Context: an optimization exercise on an open-source flow, tuned for small area, a short achievable clock period and few clock cycles per item. The choices shown serve that exercise and are no tape-out recipe.
Where RTL was checked, it was by simulation tests only, not by an equivalence proof against the original.
No functional check of the RTL was part of run 2.
Power figures rest on the tool's default switching activity, not on a simulated workload.

## flow/design.v (module list and top-level ports; edited modules follow where they fit)
// module dotproduct: 1566 lines
module dotproduct (
    input  logic         clk_i,
    input  logic         rst_ni,
    input  logic         start_i,
    input  logic [7:0]   nnz_i,
    input  logic [31:0]  a0_i, a1_i, a2_i, a3_i, a4_i,
                         a5_i, a6_i, a7_i, a8_i, a9_i,
    input  logic [31:0]  b0_i, b1_i, b2_i, b3_i, b4_i,
                         b5_i, b6_i, b7_i, b8_i, b9_i,
    input  logic [31:0]  c_i,
    output logic [63:0]  result_o,
    output logic         busy_o,
    output logic         result_valid_o,
    output logic [31:0]  cycle_count_o
);
  // ...
==> flow/flow/run.sh <==
#!/bin/bash
set -o pipefail
export BUFFER_PORTS_ARGS="-buffer_cell sky130_fd_sc_hd__buf_1"
bash standard.sh SYNTH_ARGS=-noabc SETUP_SLACK_MARGIN=9.25 finish > standard.log 2>&1
==> flow/standard.sh <==
#!/bin/bash
# synth_recipe.tcl (not shown) runs the flow's synth.tcl, then flattens the netlist and writes it again
# the make line also repeats each setting of config.mk as NAME=value (left out here)
make -C /OpenROAD-flow-scripts/flow DESIGN_CONFIG=/design/flow/config.mk WORK_HOME=/design/flow/orfs CLKGATE_MAP_FILE= SYNTH_SCRIPT=/design/flow/synth_recipe.tcl "${@:-finish}"
==> flow/config.mk <==
export PLATFORM = sky130hd
export DESIGN_NAME = dotproduct
export DESIGN_NICKNAME = dotproduct
export VERILOG_FILES = /design/flow/design.v
export SDC_FILE = /design/flow/constraint.sdc
export NUM_CORES = 4
export LEC_CHECK = 0
export ABC_AREA = 1
export CAP_MARGIN = 50
export CORE_MARGIN = 2
export CORE_UTILIZATION = 40
export SLEW_MARGIN = 60
==> flow/constraint.sdc <==
create_clock -name core_clock -period 15.0 [get_ports {clk_i}]
set_input_delay 3.0000 -clock core_clock [delete_from_list [all_inputs] [get_ports {clk_i}]]
set_output_delay 3.0000 -clock core_clock [all_outputs]
set_load 0.01 [all_outputs]
==> impl_results.md, run 1 <==
- Status: timing/DRC/antenna clean
- Nonclk buf count: ~850
- Worst-margin pin slew: 0.673 ns
- Share of layout cells above drive strength 1: under 10%
- # nets final: about 5400
- Top Registers: acc (64), M (32), sel (10)
- Remaining Overflow, GRT: 0
- R2R Setup Slk: around 9.4 ns
- First-pass GRT wire length: between 150 and 200 mm
- CTS H-Tree Depth: 4
- # port buffers: around 750
- Via count: about 29000
- Core box area: roughly 64000 um^2
- Slowest CP cell: dfxtp_2
- Highest routed layer: met5
- Top-count cell post-synth: nand2_1
- Clk. pwr: roughly 0.00043 W
- Leak: about 15 nW
- Die H: approximately 260 um
- Critical path depth: 12
- Final Skew: 0.0262 ns
- Reg with most FFs: acc
- Seq/Total Area, Yosys: between 10% and 20%
- CP arrival: ~2.7 ns
- Crit path max fanout: 4
- Ports: approximately 780
- Diodes inserted: 10
- Pre-CTS WS: 8.90 ns
- Largest class: multi-input combinational cells
- Placed instance area: ~29000 um^2
- Routed wl met2: around 60 mm
- Commonest cells in the netlist: nand2_1 (1099), inv_1 (317), xor2_1 (303)
- Synth Area in Adders: 25.6%
- Hold path depth: 2
- Worst setup SP type: flip-flop
- FF+latch count, synth: roughly 150
- Setup crit start: bc[1]
- Sw power: 0.00120 W
- Layout fillers: just under 7000
- GRT Util Overall: between 30% and 40%
- Die Wd: about 260 um
- Period Utilization, post-route: between 30% and 40%
Testbench counts, summed over its fixed seeds: cycles 18,851, items 2,400.
==> inputs of run 2 (changes only) <==
--- a/flow/design.v
+++ b/flow/design.v
@@ -1527,17 +1527,17 @@
     assign fs709 = acc[61] ^ ms521 ^ mc584;
     assign fc710 = (acc[61] & ms521) | (acc[61] & mc584) | (ms521 & mc584);
     assign fs711 = acc[62] ^ ms522 ^ mc585;
     assign fc712 = (acc[62] & ms522) | (acc[62] & mc585) | (ms522 & mc585);
     assign fs713 = acc[63] ^ ms523 ^ mc586;
     assign fc714 = (acc[63] & ms523) | (acc[63] & mc586) | (ms523 & mc586);
     assign fsum = {fs713, fs711, fs709, fs707, fs705, fs703, fs701, fs699, fs697, fs695, fs693, fs691, fs689, fs687, fs685, fs683, fs681, fs679, fs677, fs675, fs673, fs671, fs669, fs667, fs665, fs663, fs661, fs659, fs657, fs655, fs653, fs651, fs649, fs647, fs645, fs643, fs641, fs639, fs637, fs635, fs633, fs631, fs629, fs627, fs625, fs623, fs621, fs619, fs617, fs615, fs613, fs611, fs609, fs607, fs605, fs603, fs601, fs599, fs597, fs595, fs593, fs591, fs589, fs587};
     assign fcar = {fc712, fc710, fc708, fc706, fc704, fc702, fc700, fc698, fc696, fc694, fc692, fc690, fc688, fc686, fc684, fc682, fc680, fc678, fc676, fc674, fc672, fc670, fc668, fc666, fc664, fc662, fc660, fc658, fc656, fc654, fc652, fc650, fc648, fc646, fc644, fc642, fc640, fc638, fc636, fc634, fc632, fc630, fc628, fc626, fc624, fc622, fc620, fc618, fc616, fc614, fc612, fc610, fc608, fc606, fc604, fc602, fc600, fc598, fc596, fc594, fc592, fc590, fc588, mc524};
-    localparam int BW = 8;
+    localparam int BW = 4;
     localparam int NB = 64 / BW;
     logic [NB-2:0] bc;
     logic [63:0]   bcw;
     logic [63:0]   acc_next;
     logic [NB-2:0] bc_next;
     always_comb begin
         bcw = 64'd0;
         for (int k = 1; k < NB; k++) bcw[k*BW] = bc[k-1];
==> impl_results.md, run 2 <==
- Worst slew margin: 56.7%
- Fin Setup TNS: 0 ns
- Final wirelength: about 140 mm
- Setup crit end kind: output port
- Final Setup Violations: 0
- Mapped cell area: roughly 27000 um^2
- CTS tree: built
- Final min period: about 5.7 ns
- Remaining Overflow, GRT: 0 (unchanged)
- Largest register FFs: 64
- Ys Warns: 1
- Post-Synth XOR/XNOR Area: 11.0%
- Worst Path Buf+Inv: 1
- CP arrival: 2.70 ns (+0.04 ns)
- Via/cell ratio: 5.67
- Placed instance area: 29800 um^2 (+2.5%)
- Synth Area in Adders: 25.9% (+0.27 points)
- Synth Flop Type: dfxtp_1
- Logic gate share of total power: between 50% and 60%
- Clock latency (worst-skew pair): 0.49 ns
- Syn-to-layout area delta: 18.4%
- P_int: 0.00140 W
- Critical path depth: 15 (+3)
- Worst hold path type: reg -> reg
- Setup CP Type: reg -> out
- Max-slew violations: 0
- Delay-heaviest family, CP: simple AND/OR/NAND/NOR gates
- Ports: 781 (unchanged)
- Clock network power share: ~17%
- Setup crit start: bc[1]
- Worst setup SP type: flip-flop
- Layout fillers: 7004 (+3.2%)
- Area contributors post-synth: fa_1 (20%), nand2_1 (16%), xor2_1 (11%)
- CP cell instances: ha_4 -> nand2_8 -> o31ai_4 -> nand2_2 -> o21ai_4 -> nand2_2 -> o21ai_4 -> nand2_1 -> nand2_2 -> nand2_1 -> nand2_2 -> nand2_1 -> nand2_1 -> xor2_1 -> buf_2
- Status: timing/DRC/antenna clean
- Critical path data required time: 12.00 ns
- Switching Share: around half
- Via count: 30200 (+4.0%)
- Gpl congestion: approximately 1.1
- DR DRC count: 0
- # port buffers: 752 (unchanged)
- Crit path max fanout: 3 (-1)
- Die Wd: 261 um (+1.4%)
- Initial antenna violation count: 25
- Period Utilization, post-route: 38.0% (+0.27 points)
- Leak: 15.6 nW (+2.1%)
- Post-DP HPWL: about 110 mm
- Pre-antenna DRT Iters: 8
- Simple-Gate Fraction of Synth Area: 26.1%
- Fmax: 0.175 GHz
- Starting density of the core: 40.4%
- Cell variety after synth: just over 50
- Wirelength per Cell: between 20 and 30 um
- Commonest non-fill, non-tap cells in the layout: nand2_1 (1106), buf_1 (743), xor2_1 (318)
- R2R Setup Slk: 9.51 ns (+0.09 ns)
- Clk sink count: between 150 and 200
- Final Hold Vio Count: 0
- CTS buffer count: 17
- Row Count: 94
- # nets final: 5498 (+2.4%)
- Max IR drop VDD: slightly below 90 uV
- Gate Count Post-Synth: 3806
- Area leader, netlist: fa_1
- Part of the power in registers: between 20% and 30%
- Path depth of the worst reg2reg path: 16
- Commonest non-fill, non-tap cell in the layout: nand2_1
- Worst-margin pin slew: 0.647 ns (-0.0255 ns)
- Die area: slightly below 70000 um^2
- Share of layout cells above drive strength 1: 7.66% (-1.3 points)
- Power density cells: roughly 88 nW/um^2
- Compound-Gate Fraction of Synth Area: about 14%
- Largest family of logic cells by synthesized area: simple AND/OR/NAND/NOR gates
- GRT Util Overall: 40.3% (+0.70 points)
- Final Cell Area: ~31000 um^2
- Post-synth EDFFs: 0
- Commonest cells in the netlist: nand2_1 (1119), inv_1 (352), xor2_1 (319)
- Root buffer cell: clkbuf_16
- CTS H-Tree Depth: 4 (unchanged)
- Crit Reg-Reg Endpoint: acc[35]
- Max cap viols: 0
- Seq/Total Area, Yosys: 12.1% (+0.28 points)
- FF-to-FF Start: bneg[0]
- First-pass GRT wire length: 198 mm (+3.4%)
- Reg with most FFs: acc
- Core box area: 65600 um^2 (+2.4%)
- Slowest CP cell: dfxtp_4
- Number of global-route vias before repair: 28600
- Top Registers: acc (64), M (32), bc (15)
- CP Capture Point: result_o[47]
- Longest Clk Path Bufs: 2
- Final Skew: 0.0256 ns (-0.000606 ns)
- RSZ-0062 raised after global routing: true
- FF+latch count, synth: 155 (+5.4%)
- Post-synth top area share: 20.0%
- Mux cell area share after synthesis: less than 1%
- Async SR Flop Fraction: 11.6%
- Largest net degree at the start of global routing: 78
- Initial DRC count: between 3000 and 4000
- Crit path largest cell delay: ~0.37 ns
- Hold-fix buffers at CTS: 0
- Sw power: 0.00136 W (+14%)
- ANT nets after route: 0
- Die H: 261 um (+1.4%)
- Clock Pin Slew Worst Setup and Hold Paths: ~0.080 ns
- Top-count cell post-synth: nand2_1
- Syn avg cell area: ~7.0 um^2
-- run 2: logic make-up after synthesis --
logic type	Yosys count
xor gates and xnor gates	333
buffers and inverters	622
and+or+nand+nor	1682
muxes	15
AOI/OAI and AO/OA	609
adders and majority gates	389
other	1
DFF	155
-- run 2: final cells by class --
type | count | area, um^2 | share of cell area (%)
Sequential cell | 155 | 3260 | 10.4
Clock buffer | 17 | 425 | 1.36
Clock inverter | 15 | 196 | 0.626
Inverter | 358 | 1350 | 4.30
Timing Repair Buffer | 838 | 3600 | 11.5
Tap cell | 864 | 1080 | 3.44
Antenna cell | 14 | 35.0 | 0.112
Multi-Input combinational cell | 3056 | 21400 | 68.3
-- run 2: stage by stage --
step / hold WS, ns / setup WS (ns) / total power, W / cells / utilization (%)
after floorplan: 0.345 / 9.81 / 0.00169 / 3833 / -
after global placement: 0.473 / 8.88 / 0.00214 / 5242 / 45.1
after detailed placement: 0.475 / 9.06 / 0.00216 / 5246 / 45.4
after CTS: 0.495 / 9.24 / 0.00267 / 5287 / 46.9
after global routing: 0.506 / 9.20 / 0.00301 / 5314 / 47.8
final: 0.494 / 9.30 / 0.00277 / 5317 / 47.8
-- run 2: worst min-delay path by stage --
stage,startpoint,to,slack [ns],cells past startpoint
final,cnt_q[3],cnt_q[3],0.49,2
after floorplan,ch,sh,0.35,0
after CTS,cnt_q[3],cnt_q[3],0.49,2
after global placement,cnt_q[3],cnt_q[3],0.47,2
after global routing,cnt_q[3],cnt_q[3],0.51,2
after detailed placement,cnt_q[3],cnt_q[3],0.47,2
-- run 2: repair_timing --
action / 4_1_cts / 5_1_grt
setup endpoints to repair: 41 / 30
gates cloned: 0 / 0
gates resized for setup: 73 / 93
pin swaps: 11 / 22
setup buffers: 9 / 14
-- run 2: routing by layer --
metal  wire [um]  up-vias  global-route usage [%]  part of all wire, %
met5          58        -                       0                0.041
met4        6630        8                    18.6                  4.7
met3       16400      261                    11.5                   12
met2       60600     1888                    60.6                   43
met1       57500    14400                    53.4                   41
li1            -    13600                       -                    -
-- run 2: worst min-delay path, delay by kind of cell (launching register included) --
| family | cells | cell delay [ns] |
|---|---|---|
| AOI/OAI and AO/OA | 1 | 0.06 |
| DFF | 1 | 0.35 |
| and+or+nand+nor | 1 | 0.05 |
-- run 2: power groups by stage --
stage               combinational (W)  clock (W)  sequential (W)
finish                        0.00154   0.000462        0.000760
detailed placement            0.00141          0        0.000747
global route                  0.00174   0.000484        0.000781
CTS                           0.00146   0.000470        0.000742
global placement              0.00139          0        0.000747
floorplan                     0.00102          0        0.000664

==> port drivers added, routing unchanged <==
No port has a modelled driver above. Below, the same layouts with a new extraction and two added sets of constraints.
Step 1: set_driving_cell puts a clkbuf_16 on clk_i and a buf_2 on each other input, an assumption about the parent block.
Step 2 also shifts input and output timing later by t, the mid clock arrival at the registers, as if the neighbouring blocks saw the same clock.
a / b / c = ideal / step 1 / step 2; a / b = the first two.
run | t (ns) | setup slack, ns | hold slack, ns
run 1 | 0.555 | 9.341 / 9.279 / 9.262 | 0.501 / 0.501 / 0.501
run 2 | 0.532 | 9.302 / 9.243 / 9.356 | 0.494 / 0.494 / 0.494
After both steps setup and hold are still met in every run listed. For run 1, which loses most, drivers alone change the setup slack by -0.062 ns; drivers and shift together by -0.079 ns.
